From an optimization exercise on the open Yosys and OpenROAD flow, aimed at small area, a short achievable clock period and few clock cycles; shortcuts taken in it are not production practice. In this exercise RTL edits were held to simulation tests only and were not proved equivalent to the original. Power and IR drop assume default switching activity.

== pepper ==
## MyDesign
module MyDesign (
  input   wire dut_run,
  output  reg  dut_busy,
  input   wire reset_b,
  input   wire clk,
  output wire        input_sram_write_enable,
  output wire [11:0] input_sram_write_addresss,
  output wire [15:0] input_sram_write_data,
  output reg  [11:0] input_sram_read_address,
  input  wire [15:0] input_sram_read_data,
  output reg         output_sram_write_enable,
  output reg  [11:0] output_sram_write_addresss,
  output reg  [15:0] output_sram_write_data,
  output wire [11:0] output_sram_read_address,
  input  wire [15:0] output_sram_read_data,
  output reg         scratchpad_sram_write_enable,
  output wire [11:0] scratchpad_sram_write_addresss,
  output wire [15:0] scratchpad_sram_write_data,
  output wire [11:0] scratchpad_sram_read_address,
  input  wire [15:0] scratchpad_sram_read_data,
  output wire        weights_sram_write_enable,
  output wire [11:0] weights_sram_write_addresss,
  output wire [15:0] weights_sram_write_data,
  output wire [11:0] weights_sram_read_address,
  input  wire [15:0] weights_sram_read_data
);
  assign input_sram_write_enable   = 1'b0;
  assign input_sram_write_addresss = 12'h0;
  assign input_sram_write_data     = 16'h0;
  assign output_sram_read_address  = 12'h0;
  assign weights_sram_write_enable = 1'b0;
  assign weights_sram_write_addresss = 12'h0;
  assign weights_sram_write_data   = 16'h0;
  localparam M_IDLE = 2'd0, M_SIZE = 2'd1, M_PRE = 2'd2, M_STRIP = 2'd3;
  reg  [1:0] mode;
  reg        first;         
  reg        phi;           
  reg  [3:0] w;             
  reg  [3:0] s;             
  reg  [3:0] nh;            
  wire [4:0] hN = {nh, 1'b0};           
  wire [3:0] hNm1 = hN[3:0] - 4'd1;     
  wire       wlast = (w == hNm1);
  wire       slast = (s == hNm1);
  wire       endword = (input_sram_read_data == 16'hffff);
  reg        isend;         
  wire       stop = isend;
  wire       start = (mode == M_IDLE) & dut_run & idle;
  wire dv0  = (mode == M_PRE & ~stop) | (mode == M_STRIP);
  wire cv0  = (mode == M_STRIP) & phi & (w != 4'd0);
  wire lst0 = (mode == M_STRIP) & phi & wlast & slast;
  reg [1:0] mode_nx;
  reg first_nx, isend_nx, phi_nx;
  reg [3:0] w_nx, s_nx, nh_nx;
  reg [11:0] ia_nx;
  reg [11:0] ian;           
  wire [11:0] ia = ~ian;
  reg [4:0] sran;           
  ...
==> flow/config.mk <==
export PLATFORM = sky130hd
export DESIGN_NAME = MyDesign
export DESIGN_NICKNAME = MyDesign
export VERILOG_FILES = /design/flow/design.v
export SDC_FILE = /design/flow/constraint.sdc
export NUM_CORES = 4
export LEC_CHECK = 0
export ABC_AREA = 1
export CAP_MARGIN = 50
export CORE_MARGIN = 2
export CORE_UTILIZATION = 65
export CTS_BUF_LIST = sky130_fd_sc_hd__clkbuf_16
export CTS_CLUSTER_DIAMETER = 80
export CTS_CLUSTER_SIZE = 16
export SLEW_MARGIN = 70
==> flow/constraint.sdc <==
create_clock -name core_clock -period 10.0 [get_ports {clk}]
set_input_delay 2.0000 -clock core_clock [delete_from_list [all_inputs] [get_ports {clk}]]
set_output_delay 2.0000 -clock core_clock [all_outputs]
set_load 0.01 [all_outputs]
standard.sh (not shown) runs the stock make flow with config.mk's settings and CLKGATE_MAP_FILE= SYNTH_SCRIPT=/design/flow/synth_recipe.tcl, a recipe that flattens the netlist after the stock synthesis.
==> flow/flow/run.sh <==
#!/bin/bash
# Standard layout, with one netlist pass between synthesis and floorplan:
# flow/polarity.py removes inverters between full adders (a full adder is
# self-dual, so it can take its inputs in the other polarity). Registers and
# all other logic stay as the standard synthesis made them. Every port still
# gets a buffer, of a faster cell (buf_2) than the one buffer_ports picks.
set -uo pipefail
W=$PWD
R=$W/orfs/results/$FLOW_PLATFORM/MyDesign/base
LIB=$FLOW_HOME/platforms/$FLOW_PLATFORM/lib/sky130_fd_sc_hd__tt_025C_1v80.lib

bash standard.sh synth > $W/synth.log 2>&1 || { echo "synthesis failed"; exit 1; }

cp $R/1_2_yosys.v $W/1_2_yosys.standard.v
if python3 flow/polarity.py $W/1_2_yosys.standard.v $W/1_2_yosys.polarity.v "$LIB" > $W/polarity.log 2>&1; then
  # the synthesis netlist is now newer than 1_synth.odb: make rebuilds it
  cp $W/1_2_yosys.polarity.v $R/1_2_yosys.v
  echo "polarity pass applied"
else
  echo "polarity pass failed, keeping the standard netlist"
fi

bash standard.sh "BUFFER_PORTS_ARGS=-buffer_cell sky130_fd_sc_hd__buf_2" finish > $W/finish.log 2>&1 || { echo "layout failed"; exit 1; }
Other scripts of this flow, unchanged in this note and not shown: flow/flow/polarity.py
Testbench counts of pepper, summed over its fixed seeds: cycles 34,066.
Relative to pepper, the following input files were edited for garnet:
- CORE_UTILIZATION: 65 -> 60
- CTS_CLUSTER_DIAMETER: 80 -> 120
- CTS_CLUSTER_SIZE: 16 -> 30
==> run summary <==
- Relative to pepper, the growth of design area from synthesis to finish of garnet is lower by 1.3 points.
- On garnet: routed wire length is 0.71% lower than what pepper gave.
- Power, garnet and pepper, lower one = garnet.
- Comparing garnet and pepper, the lower sequential cell area share was measured on pepper.
Here is what was changed in the inputs of nickel compared with garnet.
- CTS_CLUSTER_SIZE now 16, was 30
- SLEW_MARGIN now 85, was 70
- CAP_MARGIN now 70, was 50
- CTS_CLUSTER_DIAMETER now 80, was 120
- nickel against garnet: area enclosed by the die boundary roughly the same; total via count in the routed design higher.
- Re total inserted antenna cells: nickel and garnet aren't equal, and the higher value belongs to garnet.
- nickel ended up with a higher clock latency of the later-clocked register in the worst-skew pair than garnet did.
- nickel against garnet: critical path depth climbed 8, buffering overhead moved up, power density over the cells went down 8.3%, number of nets in the layout went up 479, portion of total power attributed to the clock network moved up.
- Cell area after layout deteriorates in nickel relative to garnet.
- On total power: between nickel and garnet, it ends up higher for nickel.

---

MyDesign again, from the RTL that the note above started with.
## MyDesign
module MyDesign (
  input   wire dut_run,
  output  reg  dut_busy,
  input   wire reset_b,
  input   wire clk,
  output wire        input_sram_write_enable,
  output wire [11:0] input_sram_write_addresss,
  output wire [15:0] input_sram_write_data,
  output reg  [11:0] input_sram_read_address,
  input  wire [15:0] input_sram_read_data,
  output reg         output_sram_write_enable,
  output reg  [11:0] output_sram_write_addresss,
  output reg  [15:0] output_sram_write_data,
  output wire [11:0] output_sram_read_address,
  input  wire [15:0] output_sram_read_data,
  output reg         scratchpad_sram_write_enable,
  output wire [11:0] scratchpad_sram_write_addresss,
  output wire [15:0] scratchpad_sram_write_data,
  output wire [11:0] scratchpad_sram_read_address,
  input  wire [15:0] scratchpad_sram_read_data,
  output wire        weights_sram_write_enable,
  output wire [11:0] weights_sram_write_addresss,
  output wire [15:0] weights_sram_write_data,
  ...
==> flow/config.mk <==
export PLATFORM = sky130hd
export DESIGN_NAME = MyDesign
export DESIGN_NICKNAME = MyDesign
export VERILOG_FILES = /design/flow/design.v
export SDC_FILE = /design/flow/constraint.sdc
export NUM_CORES = 4
export LEC_CHECK = 0
export ABC_AREA = 1
export CAP_MARGIN = 50
export CORE_MARGIN = 2
export CORE_UTILIZATION = 60
export CTS_BUF_LIST = sky130_fd_sc_hd__clkbuf_16
export CTS_CLUSTER_DIAMETER = 80
export CTS_CLUSTER_SIZE = 16
export PLACE_DENSITY = 0.72
export SLEW_MARGIN = 70
==> flow/constraint.sdc <==
create_clock -name core_clock -period 10.0 [get_ports {clk}]
set_input_delay 2.0000 -clock core_clock [delete_from_list [all_inputs] [get_ports {clk}]]
set_output_delay 2.0000 -clock core_clock [all_outputs]
set_load 0.01 [all_outputs]
Scripts as last shown in full above: flow/flow/run.sh
Other scripts of this flow, unchanged in this note and not shown: flow/flow/polarity.py
Testbench counts at the start, summed over its fixed seeds: cycles 34,066.
Rerun with:
--- a/flow/config.mk
+++ b/flow/config.mk
@@ -13,3 +13,2 @@
-export CTS_CLUSTER_DIAMETER = 80
-export CTS_CLUSTER_SIZE = 16
-export PLACE_DENSITY = 0.72
+export CTS_CLUSTER_DIAMETER = 100
+export CTS_CLUSTER_SIZE = 24
Die area is unchanged.
Worst setup slack gets better by 30 ps.
First-iteration DRC count goes down by 8.7%.
Clock skew goes up by 5.2 ps.
Flip-flop and latch count is unchanged.
Rerun with:
--- a/flow/config.mk
+++ b/flow/config.mk
@@ -9 +9 @@
-export CAP_MARGIN = 50
+export CAP_MARGIN = 30
@@ -13,3 +13,3 @@
-export CTS_CLUSTER_DIAMETER = 100
-export CTS_CLUSTER_SIZE = 24
-export SLEW_MARGIN = 70
+export CTS_CLUSTER_DIAMETER = 80
+export CTS_CLUSTER_SIZE = 16
+export SLEW_MARGIN = 50
- global-route usage shrinks by 0.26 points
- non-clock buffer count shrinks by 133
- count of clock-buffer cells in the layout grows by 13
- via count shrinks by about 0.6%
- area after synthesis is unchanged
Rerun with:
--- a/flow/config.mk
+++ b/flow/config.mk
@@ -9 +9 @@
-export CAP_MARGIN = 30
+export CAP_MARGIN = 50
@@ -15 +15,2 @@
-export SLEW_MARGIN = 50
+export GPL_TIMING_DRIVEN = 1
+export SLEW_MARGIN = 70
Count of clock-buffer cells in the layout does not change.
Hold slack hardly moves.
Global-route usage goes up by 0.33 points.
Via count rises by 0.99%.
Register-to-register slack improved by 50 ps.
Core utilization goes up by 0.87 points.
Synthesized area is unchanged.
Combinational power hardly moves.
Rerun with:
--- a/flow/config.mk
+++ b/flow/config.mk
@@ -14,2 +14 @@
-export CTS_CLUSTER_SIZE = 16
-export GPL_TIMING_DRIVEN = 1
+export CTS_CLUSTER_SIZE = 30
What happened: Routed wire length decreases by 0.58%. Cell count barely changes. Count of clock-buffer cells in the layout decreases by 13. Critical path depth stays the same. Non-clock buffer count does not change.
Rerun with:
--- a/flow/config.mk
+++ b/flow/config.mk
@@ -14 +14 @@
-export CTS_CLUSTER_SIZE = 30
+export CTS_CLUSTER_SIZE = 16
Synthesized area is unchanged.
Clock skew is lower by 14 ps.
Clock power stays flat.
Final area barely changes.
Sequential share of layout area hardly moves.
Count of clock-buffer cells in the layout came out higher by 13.
Global-route usage increases by 0.16 points.
Core utilization hardly moves.

==> static timing again, ports no longer ideal <==
In the flow no input, the clock included, has a driving cell. The finished layouts below were timed again as built, in two steps. Step 1 sets driving cells, clkbuf_16 on the clock port and buf_2 on the other inputs (assumed; they add their load-dependent delay and slew). Step 2 times the ports against the registers' clock, not the clock port: input delays grow and output delays shrink by t, the midpoint of the rising clock arrivals with the driver on. Three values: ideal, step 1, step 2; two values: the first two.
| run | t, ns | setup WS [ns] | worst slew at a driven data input, ns |
|---|---|---|---|
| pepper | 0.707 | 6.796 / 6.732 / 6.301 | 0.03 |
| garnet | 0.724 | 6.767 / 6.698 / 6.483 | 0.05 |
| nickel | 0.719 | 5.832 / 5.881 / 5.163 | 0.04 |
| the first run of note 2 | 0.698 | 6.751 / 6.681 / 6.411 | 0.04 |
| the second run of note 2 | 0.688 | 6.781 / 6.712 / 6.472 | 0.05 |
| the third run of note 2 | 0.691 | 6.752 / 6.681 / 6.331 | 0.04 |
| the fourth run of note 2 | 0.706 | 6.792 / 6.720 / 6.472 | 0.05 |
| the fifth run of note 2 | 0.678 | 6.779 / 6.708 / 6.478 | 0.05 |
| the sixth run of note 2 | 0.706 | 6.792 / 6.720 / 6.472 | 0.05 |
After both steps setup and hold are still met in every run listed. The setup slack of nickel, which loses most, moves by +0.049 ns with the drivers and by -0.669 ns with both steps.
